Background: an optimization exercise with open tools, aiming at small area, a short achievable clock period and few clock cycles per item. Do not read the settings as production practice.
In this exercise RTL edits were held to simulation tests only and were not proved equivalent to the original.

$ cat flow/design.v
module JAM(
	input wire CLK,
	input wire RST,
	input wire [6:0] Cost,
	output reg [2:0] W,
	output reg [2:0] J,
	output reg [3:0] MatchCount,
	output reg [9:0] MinCost,
	output reg  Valid
);
	localparam [2:0] ST_P1 = 3'd0, ST_P2 = 3'd1, ST_X = 3'd2,
	                 ST_SRCH = 3'd3, ST_POP = 3'd4, ST_DONE = 3'd5;
	reg [2:0] st;
	reg [5:0] cnt;
	reg [6:0] v [0:7];      
	reg [2:0] sid [0:7];
	reg [6:0] su  [0:7];
	reg [2:0] ss  [0:7];
	reg [2:0] sj  [0:7];
	reg [4:0] sk  [0:7];    
	reg [6:0] mn, m2;
	reg [2:0] am;
	reg [2:0] d;
	reg [2:0] j;
	reg [7:0] mask;
	reg [9:0] S;
	integer k;
	wire p1  = (st == ST_P1);
	wire p2  = (st == ST_P2);
	wire sx  = (st == ST_X);
	wire srch = (st == ST_SRCH);
	wire pop = (st == ST_POP);
	wire [2:0] col = pop ? sj[7] : j;
	always @(*) begin
		case (st)
			ST_P1:   begin W = cnt[2:0]; J = cnt[5:3]; end
			ST_P2:   begin W = cnt[5:3]; J = cnt[2:0]; end
			ST_POP:  begin W = sid[7];   J = col;      end
			default: begin W = sid[0];   J = col;      end
		endcase
	end
	always @(*) Valid = (st == ST_DONE);
	wire [6:0] vc  = v[p2 ? cnt[2:0] : col];
	wire [6:0] vp  = p2 ? vc : 7'd0;
	wire [6:0] x   = Cost - vp;
	wire [7:0] mnv = mn + vp;
	wire [7:0] m2v = m2 + vp;
	wire       first = (cnt[2:0] == 3'd0);
	wire       lt1 = {1'b0, Cost} < mnv;
	wire       lt2 = {1'b0, Cost} < m2v;
	wire [6:0] gap  = m2 - mn;
	wire [4:0] kn   = (gap > 7'd31) ? 5'd31 : gap[4:0];
	wire [2:0] rn   = sx ? 3'd7 : (cnt[5:3] - 3'd1);
	wire       ins  = sx || (p2 && first && cnt[5:3] != 3'd0);
	wire       addm = sx || (p2 && first) || (p1 && first && cnt != 6'd0);
	reg [7:0] ge;
	reg [7:0] put;    
	reg [7:0] shr;    
	always @(*) begin
		for (k = 0; k < 8; k = k + 1)
			ge[k] = (k < rn) && (sk[k] >= kn);
		for (k = 0; k < 8; k = k + 1) begin
			put[k] = !ge[k] && (k == 0 || ge[k-1]);
			shr[k] = !ge[k] && !put[k];
		end
	end
	function [3:0] nextcol;
		input [7:0] m;
		input [2:0] s0;
		input [2:0] c0;
		input       from0;
		reg [7:0] rm;
		reg [2:0] off;
		reg [2:0] q;
		reg       f;
		integer n;
		begin
			rm = (m >> s0) | (m << (4'd8 - s0));
			off = c0 - s0;
			f = 1'b0;
			q = 3'd0;
			for (n = 7; n >= 0; n = n - 1)
				if (!rm[n] && (from0 || n > off)) begin
					f = 1'b1;
					q = n;
				end
			nextcol = {f, q + s0};
		end
	endfunction
	wire [7:0] onej   = 8'd1 << col;
	wire [7:0] mask_l = pop ? (mask & ~onej) : mask;     
	wire [3:0] nx     = nextcol(mask_l, pop ? ss[7] : ss[0], col, 1'b0);
	wire [3:0] fc     = nextcol(mask | onej, ss[1], 3'd0, 1'b1);
	wire [7:0]  uvx = (pop ? su[7] : su[0]) + vc;
	wire [10:0] thr = {1'b0, MinCost} - {1'b0, S} + {3'b000, uvx};
	wire [9:0]  F   = pop ? (S + {2'b00, uvx}) : (S - {2'b00, uvx});
	wire [9:0]  nw  = pop ? (F - {3'b000, Cost}) : (F + {3'b000, Cost});
	wire gt   = {4'b0000, Cost} > thr;
	wire eq   = {4'b0000, Cost} == thr;
	wire leaf = (d == 3'd7);
	wire down = srch && !gt && !leaf;
	wire back = pop && (d != 3'd0);
	always @(posedge CLK or posedge RST) begin
		if (RST) begin
			st <= ST_P1;
			cnt <= 6'd0;
			d <= 3'd0;
			mask <= 8'd0;
			MinCost <= 10'h3ff;
			MatchCount <= 4'd0;
		end else begin
			case (st)
				ST_P1: begin
					cnt <= cnt + 6'd1;
					if (cnt == 6'd63) st <= ST_P2;
				end
				ST_P2: begin
					cnt <= cnt + 6'd1;
					if (cnt == 6'd63) st <= ST_X;
				end
				ST_X: begin
					st <= ST_SRCH;
				end
				ST_SRCH: begin
					if (down) begin
						mask <= mask | onej;
						d <= d + 3'd1;
					end else begin
						if (!nx[3]) st <= ST_POP;
						if (!gt) begin
							if (eq) MatchCount <= MatchCount + 4'd1;
							else begin
								MinCost <= nw;
								MatchCount <= 4'd1;
							end
						end
					end
				end
				ST_POP: begin
					if (d == 3'd0) st <= ST_DONE;
					else begin
						d <= d - 3'd1;
						mask <= mask_l;
						if (nx[3]) st <= ST_SRCH;
					end
				end
				default: ;
			endcase
		end
	end
	always @(posedge CLK) begin
		if (p1 || p2) begin
			if (first) begin
				mn <= x; m2 <= 7'h7f; am <= 3'd0;
			end else if (lt1) begin
				mn <= x; m2 <= mn; am <= cnt[2:0];
			end else if (lt2) begin
				m2 <= x;
			end
		end
		if (p1 && cnt[2:0] == 3'd7)
			v[cnt[5:3]] <= lt1 ? x : mn;
		if (p1 && cnt == 6'd0)
			S <= 10'd0;
		else if (addm)
			S <= S + {3'b000, mn};
		else if (down || back)
			S <= nw;
		for (k = 0; k < 8; k = k + 1) begin
			if (ins) begin
				if (put[k]) begin
					sid[k] <= rn; su[k] <= mn; ss[k] <= am; sk[k] <= kn;
				end else if (shr[k]) begin
					sid[k] <= sid[(k+7)%8]; su[k] <= su[(k+7)%8];
					ss[k] <= ss[(k+7)%8];   sk[k] <= sk[(k+7)%8];
				end
			end else if (down) begin
				sid[k] <= sid[(k+1)%8]; su[k] <= su[(k+1)%8];
				ss[k] <= ss[(k+1)%8];
				sj[k] <= (k == 7) ? j : sj[(k+1)%8];
			end else if (back) begin
				sid[k] <= sid[(k+7)%8]; su[k] <= su[(k+7)%8];
				ss[k] <= ss[(k+7)%8];   sj[k] <= sj[(k+7)%8];
			end
		end
		if (sx)
			j <= put[0] ? am : ss[0];
		else if (down)
			j <= fc[2:0];
		else if ((srch && nx[3]) || back)
			j <= nx[2:0];
	end
endmodule
$ cat flow/run.sh
#!/bin/bash
# synth_recipe.tcl (not shown) runs the flow's synth.tcl, then flattens the netlist and writes it again
# the make line also repeats each setting of config.mk as NAME=value (left out here)
make -C /OpenROAD-flow-scripts/flow DESIGN_CONFIG=/design/flow/config.mk WORK_HOME=/design/flow/orfs CLKGATE_MAP_FILE= SYNTH_SCRIPT=/design/flow/synth_recipe.tcl finish
$ cat flow/config.mk
export PLATFORM = sky130hd
export DESIGN_NAME = JAM
export DESIGN_NICKNAME = JAM
export VERILOG_FILES = /design/flow/design.v
export SDC_FILE = /design/flow/constraint.sdc
export NUM_CORES = 4
export LEC_CHECK = 0
export CAP_MARGIN = 20
export CORE_MARGIN = 2
export CORE_UTILIZATION = 40
export SLEW_MARGIN = 20
$ cat flow/constraint.sdc
create_clock -name core_clock -period 20.0 [get_ports {CLK}]
set_input_delay 4.0000 -clock core_clock [delete_from_list [all_inputs] [get_ports {CLK}]]
set_output_delay 4.0000 -clock core_clock [all_outputs]
set_load 0.01 [all_outputs]
==> results of run 1 <==
## through the flow
| step | std cells | instance area (um^2) | hold WS [ns] | setup slack, ns |
|---|---|---|---|---|
| 2_1_floorplan | 2038 | 19600 | 0.474 | 12.15 |
| 3_3_place_gp | 2598 | 20500 | 0.468 | 10.46 |
| 3_5_place_dp | 2598 | 20500 | 0.489 | 10.23 |
| 4_1_cts | 2659 | 21500 | 0.497 | 10.18 |
| 5_1_grt | 2659 | 21600 | 0.512 | 9.78 |
| 6_report | 2659 | 21600 | 0.489 | 10.51 |
## per-layer routing
metal / GRT usage (%) / up-vias
li1: - / 7362
met1: 31.3 / 7544
met2: 36.2 / 512
met3: 3.61 / 115
met4: 8.29 / 0
met5: 0 / -
## registers in the layout (all words and copies together), names as in the netlist, 4 cells and up, named ones only
signal,count
ss,24
m2,7
sid,24
MatchCount,4
cnt,6
su,56
S,10
sk,35
sj,24
mn,7
MinCost,10
v,56
## cells by family after synthesis
group,Yosys count,share of synthesized area (%)
buf+inv,279,5.41
compound gates,549,17.7
simple gates,582,13.7
flops,283,42.0
mux,104,6.70
xor+xnor,82,3.66
fa+ha+maj,159,10.9
## layout make-up
class,instances,area [um^2]
Fill cell,4600,27100
Multi-Input combinational cell,1476,10400
Sequential cell,283,8240
Clock buffer,48,935
Tap cell,622,778
Inverter,163,614
Timing Repair Buffer,54,478
Clock inverter,13,136
## layout by cell type, fill, tap and decap left out, types with 11 or more instances in the layout
master / Yosys / routed
a211oi_1: 22 / 22
a21o_1: 46 / 46
a21oi_1: 156 / 156
a31oi_1: 23 / 23
and2_1: 13 / 13
buf_4: 0 / 25
clkbuf_1: 92 / 12
clkbuf_16: 0 / 35
clkdlybuf4s50_1: 0 / 29
dfrtp_1: 24 / 24
edfxtp_1: 239 / 239
fa_1: 20 / 20
ha_1: 139 / 139
inv_1: 160 / 160
mux2_2: 39 / 39
mux2i_1: 47 / 47
mux4_2: 18 / 18
nand2_1: 194 / 194
nand2b_1: 36 / 36
nand3_1: 23 / 23
nor2_1: 183 / 182
nor2b_1: 25 / 25
nor3_1: 39 / 36
o211ai_1: 15 / 15
o21ai_0: 93 / 88
o21bai_1: 13 / 13
o22ai_1: 86 / 86
o31ai_1: 11 / 11
or2_2: 12 / 12
xnor2_1: 58 / 58
xor2_1: 24 / 24
## path summary, 6_finish.rpt
| check | depth (start not counted) | to | from |
|---|---|---|---|
| setup / recovery | 27 | j[0]$_DFFE_PP_ | st[0]$_DFFE_PP0P_ |
| min in group asynchronous | 3 | cnt[3]$_DFFE_PP0N_ | RST |
| setup reg to reg | 27 | j[0]$_DFFE_PP_ | st[0]$_DFFE_PP0P_ |
| hold reg to reg | 2 | MinCost[8]$_DFFE_PP1P_ | MinCost[8]$_DFFE_PP1P_ |
| hold / removal | 2 | MinCost[8]$_DFFE_PP1P_ | MinCost[8]$_DFFE_PP1P_ |
| max in group asynchronous | 3 | MinCost[0]$_DFFE_PP1P_ | RST |
## critical path, stage by stage (launching register included)
cell and delay, ns:
dfrtp_1 0.81, nor3b_4 0.12, inv_4 0.37, mux2i_1 0.45
nand2_1 0.18, o21ai_4 0.32, mux4_2 0.59, mux2_2 0.31
ha_1 0.23, inv_1 0.07, fa_1 0.20, nor2b_1 0.05
o21ai_0 0.30, a2111oi_0 0.17, a211oi_1 0.64, fa_1 0.53
inv_1 0.07, ha_1 0.26, nand2_1 0.07, a21oi_1 0.05
a211oi_1 0.24, mux2_2 0.37, nor4_1 0.68, or3_4 0.70
buf_4 0.78, mux2_2 0.42, nand2_1 0.06, o21ai_0 0.08
==> run notes, run 1 <==
- Status: no timing/DRC/antenna violations
- DIE WIDTH: 226 um
- Syn nets: 2206
- Initial antenna violation count: 0
- Post-synthesis cell type count: 81
- P&R area growth vs syn: 9.82%
- Final HPWL DP: 40.5 mm
- Top FF cell, synth: edfxtp_1
- Die H: 226 um
- Fmax: 105 MHz
- Setup tns final: 0 ns
- CTS tree: done
- Clock transition at the registers of the reported paths: 0.06 ns
- Drt pass-1 iters: 5
- RSZ-0062 raised after global routing: no
- Total gr overflow: 0
- EDFF count, synth: 239
- Clock Latency Late Sink: 0.57 ns
- IO Pins: 30
- Worst Tran Pin Value: 1.05 ns
- Synth Cell Area: 19600 um^2
- CP max FO: 81
- Max Used Layer: met4
- Layout cells sized above 1: 8.59%
- Vias in the first global route: 15500
- Clock sinks: 283
- Worst path required time: 20.27 ns
- Flop2flop setup slack: 10.51 ns
- Initial Util: 40.3%
- Max-Cap Viols: 0
- Buffers on Ports: 29
- Skew final: 0.0362 ns
- CP endpoint kind: register
- Clk buf depth: 3
- PostCTS Resize Cnt: 0
- Number of inserted diodes: 0
- H-tree Lvls: 2
- Setup Fix Bufs, Post-CTS: 0
- Metal1 wirelength: 25.6 mm
- CP arrival: 9.76 ns
- Cells after synthesis: 2038
- Tightest Hold Check Type: reg -> reg
- Final Hold Fails: 0
- Crit path kind: reg -> reg
- Final Max Slew Viols: 0
- Post-route clock period utilization: 47.4%
- Commonest cells in the netlist: 239 x edfxtp_1, 194 x nand2_1, 183 x nor2_1
- First-pass GRT wire length: 89.5 mm
- Fin crit period: 9.49 ns
- Std-Cell Rows: 81
- Die area: 50900 um^2
- Via density per instance: 5.84
- Antenna Nets Post-Route: 0
- Cts hold-fix bufs: 0
- Seq/Total Area, Yosys: 42.0%
- Wire length per cell: 21.4 um
- WL final: 56.9 mm
- Vias: 15500
- Share of the synthesized area in the top cell type: 36.6%
- Post-route DRC: 0
- Detailed Route Iter0 Violations: 1546
- Final Setup Violations: 0
- Met3 WL: 3.51 mm
- Nets: 2181
- Warnings from Yosys: 7
- TritonCTS buffer count: 35
- Top-count cell post-synth: edfxtp_1
- CP startpoint kind: register
- Asr flop ratio synth: 12.0%
- GRT Util Overall: 22.8%
- Top cells by area, synth: edfxtp_1 37%, ha_1 8.9%, a21oi_1 4.0%, nand2_1 3.7%, nor2_1 3.5%
- Root Driver: clkbuf_16
- Routed length on met2: 25.8 mm
- Mean area per synthesized cell: 9.63 um^2
- Largest area contributor in the netlist: edfxtp_1
- Final core occ: 44.3%
- GPL Wtd Cong: 0.924
- Largest net degree at the start of global routing: 82
- Slew margin rel.: 29.6%
- Core area: 48600 um^2
- Post-synthesis register bit count: 283
Testbench counts, summed over its fixed seeds: cycles 5,747, items 24.
==> inputs of run 2 (changes only) <==
--- a/flow/design.v
+++ b/flow/design.v
@@ -25,3 +25,3 @@
 	reg [7:0] mask;
-	reg [9:0] S;
+	reg [9:0] D;        
 	integer k;
@@ -94,5 +94,4 @@
 	wire [7:0]  uvx = (pop ? su[7] : su[0]) + vc;
-	wire [10:0] thr = {1'b0, MinCost} - {1'b0, S} + {3'b000, uvx};
-	wire [9:0]  F   = pop ? (S + {2'b00, uvx}) : (S - {2'b00, uvx});
-	wire [9:0]  nw  = pop ? (F - {3'b000, Cost}) : (F + {3'b000, Cost});
+	wire [10:0] thr = {1'b0, D} + {3'b000, uvx};
+	wire [9:0]  DmU = D - {2'b00, uvx};
 	wire gt   = {4'b0000, Cost} > thr;
@@ -108,3 +107,3 @@
 			mask <= 8'd0;
-			MinCost <= 10'h3ff;
+			D <= 10'h3ff;
 			MatchCount <= 4'd0;
@@ -125,2 +124,3 @@
 					if (down) begin
+						D <= thr[9:0] - {3'b000, Cost};
 						mask <= mask | onej;
@@ -132,3 +132,3 @@
 							else begin
-								MinCost <= nw;
+								D <= {3'b000, Cost} - {2'b00, uvx};
 								MatchCount <= 4'd1;
@@ -141,2 +141,3 @@
 					else begin
+						D <= DmU + {3'b000, Cost};
 						d <= d - 3'd1;
@@ -163,7 +164,7 @@
 		if (p1 && cnt == 6'd0)
-			S <= 10'd0;
+			MinCost <= 10'd0;
 		else if (addm)
-			S <= S + {3'b000, mn};
-		else if (down || back)
-			S <= nw;
+			MinCost <= MinCost + {3'b000, mn};
+		else if (pop && d == 3'd0)
+			MinCost <= MinCost + D;
 		for (k = 0; k < 8; k = k + 1) begin
==> run 2 against run 1 <==
First-iteration DRC count shrank 8.2%. Via count increased by 1.3%. Count of clock-buffer cells in the layout is 6 lower. Highest routed layer unchanged. Final cell count is 1.4% higher. Critical path depth unchanged.
==> run notes, run 2 <==
- Status: no timing/DRC/antenna violations
- Post-synthesis cell type count: 85 (+4.9%)
- Warnings from Yosys: 7 (unchanged)
- Clock transition at the registers of the reported paths: 0.06 ns (about the same)
- Share of the synthesized area in the top cell type: 36.5% (about the same)
- Global routing's busiest layer: met2
- CP Depth: 27 (unchanged)
- Slew margin rel.: 25.5% (-4.2 points)
- Initial antenna violation count: 0 (unchanged)
- Worst slack, placed: 11.23 ns (+1.00 ns)
- Cell family with most CP delay: compound AO/OA/AOI/OAI gates
- Buffers on Ports: 29 (unchanged)
- TritonCTS buffer count: 35 (unchanged)
- Source of the worst hold timing path: d[2]$_DFFE_PP0P_
- Detailed Route Iter0 Violations: 1419 (-8.2%)
- Die H: 226 um (about the same)
- Tightest Hold Check Type: reg -> reg
- Nets: 2180 (-0.046%)
- Worst path required time: 20.33 ns (+0.06 ns)
- Vias in the first global route: 15500 (+0.10%)
- Cts hold-fix bufs: 0 (unchanged)
- Fmax: 117 MHz (+11%)
- Mean area per synthesized cell: 9.72 um^2 (+0.89%)
- Clock sinks: 283 (unchanged)
- Post-route clock period utilization: 42.7% (-4.7 points)
- Cells after synthesis: 2022 (-0.79%)
- Wire length per cell: 20.9 um (-2.2%)
- DIE WIDTH: 226 um (about the same)
- Met3 Usage GRT: 2.58% (-1.0 points)
- GRT met2 Usage: 37.1% (+0.92 points)
- CP arrival: 8.88 ns (-0.88 ns)
- Root Driver: clkbuf_16
- First-pass GRT wire length: 88.1 mm (-1.6%)
- Top cells by area, synth: edfxtp_1 37%, ha_1 9.1%, nor2_1 4.6%, mux2i_1 4.1%, a21oi_1 3.7%
- Hold endpoint: d[2]$_DFFE_PP0P_
- Clk buf depth: 3 (unchanged)
- Total gr overflow: 0 (unchanged)
- Post-synthesis register bit count: 283 (unchanged)
- Largest net degree at the start of global routing: 71 (-13%)
- Final Max Slew Viols: 0 (unchanged)
- Flop2flop setup slack: 11.45 ns (+0.94 ns)
- Final Setup Violations: 0 (unchanged)
- WL final: 56.4 mm (-0.85%)
- Final HPWL DP: 41.1 mm (+1.5%)
- Min setup slack post-route: 11.45 ns (+0.938 ns)
- Most frequent cells in the layout: 239 x edfxtp_1, 238 x nor2_1, 177 x nand2_1
- Fin crit period: 8.55 ns (-0.938 ns)
- Met1 GRT Util: 29.4% (-1.9 points)
- Worst path slowest cell: dfrtp_1
- GPL Wtd Cong: 0.885 (-4.2%)
- Top FF cell, synth: edfxtp_1
- Die area: 50900 um^2 (about the same)
- CP startpoint kind: register
- Crit path kind: reg -> reg
- Seq/Total Area, Yosys: 41.9% (about the same)
- Antenna Nets Post-Route: 0 (unchanged)
- Vias: 15700 (+1.3%)
- Max-Cap Viols: 0 (unchanged)
- EDFF count, synth: 239 (unchanged)
- CP max FO: 70 (-14%)
- Number of inserted diodes: 0 (unchanged)
- Synth Cell Area: 19600 um^2 (about the same)
- Worst stage delay on the critical path: 0.97 ns (+0.16 ns)
- Clock Latency Late Sink: 0.57 ns (about the same)
- IO Pins: 30 (unchanged)
- Buf+Inv Stages, Crit Path: 3 (-1)
- Fillers: 4643 (+0.93%)
- Commonest cells in the netlist: 239 x edfxtp_1, 239 x nor2_1, 177 x nand2_1
- Syn nets: 2194 (-0.54%)
- Drt pass-1 iters: 5 (unchanged)
- R2R Path Start: st[0]$_DFFE_PP0P_
- Layout cells sized above 1: 9.20% (+0.61 points)
- R2R cell count: 27 (unchanged)
- PostCTS Resize Cnt: 0 (unchanged)
- Skew final: 0.0366 ns (+0.000404 ns)
- H-tree Lvls: 2 (unchanged)
- Commonest non-fill, non-tap cell in the layout: edfxtp_1
- Worst Tran Pin Value: 1.09 ns (+0.0383 ns)
- Setup Fix Bufs, Post-CTS: 0 (unchanged)
- Via density per instance: 5.84 (about the same)
- P&R area growth vs syn: 10.9%
- Asr flop ratio synth: 12.0% (unchanged)
- Post-route DRC: 0 (unchanged)
- CTS tree: done
- Initial Util: 40.3% (-0.045 points)
- Core area: 48700 um^2 (+0.21%)
- Most frequent cell on the critical path: ha_1
- Worst reg2reg endpoint: sid[2][1]$_DFFE_PP_
- RSZ-0062 raised after global routing: no
- CP endpoint kind: register
- Setup tns final: 0 ns (unchanged)
- Largest area contributor in the netlist: edfxtp_1
- Hold path cells: 1 (-1)
- Final Hold Fails: 0 (unchanged)
- GRT Util Overall: 22.2% (-0.58 points)
- Std-Cell Rows: 81 (unchanged)
==> run 2: through the flow <==
stage          hold WS, ns  cells  utilization (%)  cell area (um^2)
2_1_floorplan        0.467   2022                -             19600
6_report             0.503   2697             44.7             21800
4_1_cts              0.505   2696             44.6             21700
3_5_place_dp         0.493   2634             42.2             20600
3_3_place_gp         0.484   2633             42.2             20600
5_1_grt              0.529   2697             44.7             21800
==> run 2: cell type report <==
type / instances / area, um^2 / area share [%]
multi-input cells: 1504 / 10600 / 48.6
flip-flops and latches: 283 / 8240 / 37.8
clock buffers: 42 / 902 / 4.14
well taps: 664 / 831 / 3.81
repair buffers: 57 / 524 / 2.41
inverters: 127 / 477 / 2.19
clock inverters: 20 / 224 / 1.03
==> run 2: cell families (layout without fill, tap and decap cells) <==
kind of cell	count (synthesis)	count (layout)	share of synthesized area (%)
AND/OR/NAND/NOR	570	570	12.9
AO/OA/AOI/OAI	550	550	17.8
XOR/XNOR	77	77	3.43
multiplexers	144	144	8.11
adder cells (fa/ha/maj)	163	163	11.1
buffers and inverters	235	246	4.61
flip-flops	283	283	41.9
==> run 2: layer usage <==
metal	vias up	share of wire, %
li1	7339	-
met1	7711	44
met2	581	48
met3	110	5.4
met4	0	3.1
met5	-	0
==> run 2: worst max-delay path by stage <==
| stage | start | endpoint | slack, ns |
|---|---|---|---|
| 3_5_place_dp | st[0]$_DFFE_PP0P_ | sid[3][2]$_DFFE_PP_ | 11.23 |
| 3_3_place_gp | st[0]$_DFFE_PP0P_ | sid[3][2]$_DFFE_PP_ | 11.47 |
| 6_report | st[0]$_DFFE_PP0P_ | sid[2][1]$_DFFE_PP_ | 11.45 |
| 2_1_floorplan | st[0]$_DFFE_PP0P_ | sid[1][0]$_DFFE_PP_ | 13.01 |
| 4_1_cts | st[0]$_DFFE_PP0P_ | sid[3][2]$_DFFE_PP_ | 11.21 |
| 5_1_grt | st[0]$_DFFE_PP0P_ | su[6][3]$_DFFE_PP_ | 10.83 |
Testbench counts of run 2, summed over its fixed seeds: cycles 5,747, items 24.
==> inputs of run 3 (changes only) <==
--- a/flow/design.v
+++ b/flow/design.v
@@ -11,3 +11,4 @@
 	localparam [2:0] ST_P1 = 3'd0, ST_P2 = 3'd1, ST_X = 3'd2,
-	                 ST_SRCH = 3'd3, ST_POP = 3'd4, ST_DONE = 3'd5;
+	                 ST_SRCH = 3'd3, ST_POP = 3'd4, ST_FIN = 3'd5,
+	                 ST_DONE = 3'd6;
 	reg [2:0] st;
@@ -26,2 +27,3 @@
 	reg [9:0] D;        
+	reg rl, rr;         
 	integer k;
@@ -32,3 +34,7 @@
 	wire pop = (st == ST_POP);
-	wire [2:0] col = pop ? sj[7] : j;
+	wire [2:0] sid0 = rl ? sid[1] : rr ? sid[7] : sid[0];
+	wire [6:0] su0  = rl ? su[1]  : rr ? su[7]  : su[0];
+	wire [2:0] ss0  = rl ? ss[1]  : rr ? ss[7]  : ss[0];
+	wire [2:0] ss1  = rl ? ss[2]  : rr ? ss[0]  : ss[1];
+	wire [2:0] sj7  = rl ? sj[0]  : rr ? sj[6]  : sj[7];
 	always @(*) begin
@@ -37,4 +43,3 @@
 			ST_P2:   begin W = cnt[5:3]; J = cnt[2:0]; end
-			ST_POP:  begin W = sid[7];   J = col;      end
-			default: begin W = sid[0];   J = col;      end
+			default: begin W = sid0;     J = j;        end
 		endcase
@@ -42,4 +47,4 @@
 	always @(*) Valid = (st == ST_DONE);
-	wire [6:0] vc  = v[p2 ? cnt[2:0] : col];
-	wire [6:0] vp  = p2 ? vc : 7'd0;
+	wire [6:0] vc  = v[j];
+	wire [6:0] vp  = p2 ? v[cnt[2:0]] : 7'd0;
 	wire [6:0] x   = Cost - vp;
@@ -89,7 +94,7 @@
 	endfunction
-	wire [7:0] onej   = 8'd1 << col;
+	wire [7:0] onej   = 8'd1 << j;
 	wire [7:0] mask_l = pop ? (mask & ~onej) : mask;     
-	wire [3:0] nx     = nextcol(mask_l, pop ? ss[7] : ss[0], col, 1'b0);
-	wire [3:0] fc     = nextcol(mask | onej, ss[1], 3'd0, 1'b1);
-	wire [7:0]  uvx = (pop ? su[7] : su[0]) + vc;
+	wire [3:0] nx     = nextcol(mask_l, ss0, j, 1'b0);
+	wire [3:0] fc     = nextcol(mask | onej, ss1, 3'd0, 1'b1);
+	wire [7:0]  uvx = su0 + vc;
 	wire [10:0] thr = {1'b0, D} + {3'b000, uvx};
@@ -100,3 +105,4 @@
 	wire down = srch && !gt && !leaf;
-	wire back = pop && (d != 3'd0);
+	wire top  = (d == 3'd0);
+	wire back = !top && !nx[3] && ((srch && !down) || pop);
 	always @(posedge CLK or posedge RST) begin
@@ -109,3 +115,7 @@
 			MatchCount <= 4'd0;
+			rl <= 1'b0;
+			rr <= 1'b0;
 		end else begin
+			rl <= down;
+			rr <= back;
 			case (st)
@@ -128,3 +138,4 @@
 					end else begin
-						if (!nx[3]) st <= ST_POP;
+						if (!nx[3]) st <= top ? ST_FIN : ST_POP;
+						if (back) d <= d - 3'd1;
 						if (!gt) begin
@@ -139,10 +150,9 @@
 				ST_POP: begin
-					if (d == 3'd0) st <= ST_DONE;
-					else begin
-						D <= DmU + {3'b000, Cost};
-						d <= d - 3'd1;
-						mask <= mask_l;
-						if (nx[3]) st <= ST_SRCH;
-					end
-				end
+					D <= DmU + {3'b000, Cost};
+					mask <= mask_l;
+					if (nx[3]) st <= ST_SRCH;
+					else if (top) st <= ST_FIN;
+					else d <= d - 3'd1;
+				end
+				ST_FIN: st <= ST_DONE;
 				default: ;
@@ -167,3 +177,3 @@
 			MinCost <= MinCost + {3'b000, mn};
-		else if (pop && d == 3'd0)
+		else if (st == ST_FIN)
 			MinCost <= MinCost + D;
@@ -177,7 +187,6 @@
 				end
-			end else if (down) begin
+			end else if (rl) begin
 				sid[k] <= sid[(k+1)%8]; su[k] <= su[(k+1)%8];
-				ss[k] <= ss[(k+1)%8];
-				sj[k] <= (k == 7) ? j : sj[(k+1)%8];
-			end else if (back) begin
+				ss[k] <= ss[(k+1)%8];   sj[k] <= sj[(k+1)%8];
+			end else if (rr) begin
 				sid[k] <= sid[(k+7)%8]; su[k] <= su[(k+7)%8];
@@ -186,2 +195,4 @@
 		end
+		if (down)
+			sj[0] <= j;
 		if (sx)
@@ -190,3 +201,5 @@
 			j <= fc[2:0];
-		else if ((srch && nx[3]) || back)
+		else if (back)
+			j <= sj7;
+		else if (srch || pop)
 			j <= nx[2:0];
==> run 3 against run 2 <==
Register-to-register slack improved by 1.4 ns. Sequential cell count increased by 5. Global-route usage decreased by 0.77 points. Area after synthesis increased by 2.0%. Cell area increased by 0.87%. Via count increased by 0.49%. Die area increased by 2.0%. Setup slack improved by 0.58 ns. Non-clock buffer count decreased by 5. Count of clock-buffer cells in the layout increased by 2.
==> run notes, run 3 <==
- Clk buf depth: 3 (unchanged)
- Largest net degree at the start of global routing: 90 (+27%)
- Commonest non-fill, non-tap cell in the layout: nor2_1
- Largest area contributor in the netlist: edfxtp_1
- Root Driver: clkbuf_16
- Most frequent cells in the layout: 270 x nor2_1, 236 x edfxtp_1, 153 x nand2_1
- DIE WIDTH: 228 um (+0.98%)
- P&R area growth vs syn: 9.64%
- Cells after synthesis: 2038 (+0.79%)
- Post-synthesis cell type count: 89 (+4.7%)
- Std-Cell Rows: 82 (+1.2%)
- Post-route clock period utilization: 39.8% (-2.9 points)
- CP endpoint kind: register
- Fin area: 22000 um^2 (+0.87%)
- GPL Wtd Cong: 0.854 (-3.5%)
- Share of the synthesized area in the top cell type: 35.4% (-1.2 points)
- Seq/Total Area, Yosys: 41.5% (-0.42 points)
- Commonest cells in the netlist: 271 x nor2_1, 236 x edfxtp_1, 154 x nand2_1
- CP arrival: 8.36 ns (-0.52 ns)
- Crit path kind: in -> reg
- Worst Tran Pin Value: 1.21 ns (+0.128 ns)
- Core area: 49800 um^2 (+2.1%)
- Initial Util: 40.3% (about the same)
- Final Setup Violations: 0 (unchanged)
- Final Hold Fails: 0 (unchanged)
- IO Pins: 30 (unchanged)
- Die area: 51900 um^2 (+2.0%)
- Worst slack, placed: 11.55 ns (+0.321 ns)
- Final HPWL DP: 40.9 mm (-0.54%)
- Via density per instance: 5.82 (-0.25%)
- CP max FO: 25 (-64%)
- Syn nets: 2211 (+0.77%)
- Setup Fix Bufs, Post-CTS: 0 (unchanged)
- Cts hold-fix bufs: 0 (unchanged)
- Vias in the first global route: 15300 (-1.3%)
- Fin crit period: 7.97 ns (-0.583 ns)
- CP startpoint kind: input port
- Status: no timing/DRC/antenna violations
- Clock Latency Late Sink: 0.56 ns (about the same)
- Detailed Route Iter0 Violations: 1343 (-5.4%)
- Fillers: 4733 (+1.9%)
- CTS tree: done
- Final core occ: 44.2% (-0.53 points)
- GRT Util Overall: 21.4% (-0.77 points)
- First-pass GRT wire length: 88.0 mm (-0.16%)
- Post-synthesis register bit count: 288 (+1.8%)
- Initial antenna violation count: 0 (unchanged)
- Fmax: 126 MHz (+7.3%)
- WL final: 56.5 mm (about the same)
- Setup tns final: 0 ns (unchanged)
- Worst path required time: 20.39 ns (+0.06 ns)
- Max-Cap Viols: 0 (unchanged)
- Total gr overflow: 0 (unchanged)
- Area of the multi-input gates: 10800 um^2 (+2.3%)
- Nets: 2192 (+0.55%)
- TritonCTS buffer count: 35 (unchanged)
- Warnings from Yosys: 7 (unchanged)
- H-tree Lvls: 2 (unchanged)
- EDFF count, synth: 236 (-1.3%)
- FF/Latch Area: 8320 um^2 (+0.99%)
- DP Area: 20900 um^2 (+1.6%)
- Die H: 228 um (+0.98%)
- Slew margin rel.: 19.0% (-6.5 points)
- Vias: 15800 (+0.49%)
- Top cells by area, synth: edfxtp_1 35%, ha_1 9.1%, nor2_1 5.1%, a21oi_1 3.6%, mux4_2 3.5%
- Clock transition at the registers of the reported paths: 0.06 ns (about the same)
- Clock sinks: 288 (+1.8%)
- Top-count cell post-synth: nor2_1
- Post-route DRC: 0 (unchanged)
- Min setup slack post-route: 12.03 ns (+0.583 ns)
- Buffers on Ports: 29 (unchanged)
- Tightest Hold Check Type: reg -> reg
- Synth Cell Area: 20000 um^2 (+2.0%)
- Layout cells sized above 1: 9.44% (+0.24 points)
- Antenna Nets Post-Route: 0 (unchanged)
- Final Max Slew Viols: 0 (unchanged)
- Drt pass-1 iters: 5 (unchanged)
- Mean area per synthesized cell: 9.83 um^2 (+1.2%)
- RSZ-0062 raised after global routing: no
- Wire length per cell: 20.8 um (-0.69%)
- Asr flop ratio synth: 12.5% (+0.49 points)
- Top FF cell, synth: edfxtp_1
- PostCTS Resize Cnt: 0 (unchanged)
- Skew final: 0.0302 ns (-0.00635 ns)
- Number of inserted diodes: 0 (unchanged)
==> run 3: changes by cell type in the layout (fill, tap and decap cells not counted), sizes merged, moves of 11 or more <==
cell	previous run	this run
mux2	56	45
mux2i	82	66
mux4	6	31
nand2	177	154
nor2	239	272
nor2b	29	18
o21ai	105	128
==> run 3: worst max-delay path, cell delays in order <==
cell and delay [ns]:
clkdlybuf4s50_1 0.72, inv_1 0.19, ha_1 0.34, nor2b_1 0.13, o21ai_0 0.11, a21oi_1 0.24, o221ai_1 0.15, nor4_1 0.62
nor3_1 0.18, nand2_1 0.44, inv_1 0.36, buf_4 0.34, a2111o_1 0.40, a21boi_1 0.14
==> run 3: metal layers <==
| metal | share of wire (%) | up-vias | GRT usage, % |
|---|---|---|---|
| met2 | 47 | 592 | 35.1 |
| met1 | 44 | 7720 | 29.4 |
| li1 | - | 7413 | - |
| met5 | 0 | - | 0 |
| met3 | 6.8 | 93 | 2.81 |
| met4 | 2.5 | 0 | 6.64 |
==> run 3: cell type report <==
type                       instances  area share (%)
timing repair buffer              52            2.11
clock inverter                    19           0.495
tap                              672            3.83
clock buffer                      44            4.24
sequential                       288            37.9
inverter                         129            2.20
multi-input combinational       1513            49.3
==> run 3: cell families (layout without fill, tap and decap cells) <==
group | count (synthesis) | count (layout) | share of synthesized area [%]
simple gates | 579 | 579 | 12.9
compound gates | 555 | 555 | 17.5
flops | 288 | 288 | 41.5
buf+inv | 237 | 244 | 4.61
fa+ha+maj | 164 | 164 | 11.0
mux | 142 | 142 | 9.33
xor+xnor | 73 | 73 | 3.19
==> run 3: final timing paths <==
path,end,from,slack (ns),cells after the start
setup / recovery,j[2]$_DFFE_PN_,Cost[1],12.03,14
setup reg to reg,j[2]$_DFFE_PN_,rr$_DFF_PP0_,12.81,23
hold reg to reg,MatchCount[3]$_DFFE_PP0P_,MatchCount[3]$_DFFE_PP0P_,0.49,1
max in group asynchronous,rl$_DFF_PP0_,RST,15.68,3
hold / removal,MatchCount[3]$_DFFE_PP0P_,MatchCount[3]$_DFFE_PP0P_,0.49,1
min in group asynchronous,asynchronous set/reset pin,RST,3.88,3
==> run 3: through the flow <==
| stage | hold slack (ns) | std cells |
|---|---|---|
| after floorplan | 0.473 | 2038 |
| after global placement | 0.480 | 2654 |
| after detailed placement | 0.479 | 2654 |
| after CTS | 0.487 | 2717 |
| after global routing | 0.518 | 2717 |
| final | 0.488 | 2717 |
Testbench counts of run 3, summed over its fixed seeds: cycles 5,747, items 24.

-- what the ideal ports hide --
In the flow no input, the clock included, has a driving cell. The finished layouts below were timed again as built, in two steps.
Step 1 assumes that a clkbuf_16 drives the clock port and a buf_2 every other input.
Step 2 times the ports against the registers' clock, not the clock port: input delays grow and output delays shrink by t, the midpoint of the rising clock arrivals with the driver on.
a / b / c = ideal / step 1 / step 2; a / b = the first two.
run	t, ns	slack for setup (ns)	hold WS [ns]	pins driven straight from the clock port
run 1	0.610	10.513 / 10.513 / 10.513	0.489 / 0.489 / 0.489	1
run 2	0.609	11.451 / 11.451 / 11.412	0.503 / 0.503 / 0.503	1
run 3	0.599	12.033 / 12.066 / 11.468	0.488 / 0.488 / 0.488	1
After both steps every run listed still meets setup and hold. For run 3, which loses most, drivers alone change the setup slack by +0.033 ns; drivers and shift together by -0.565 ns.
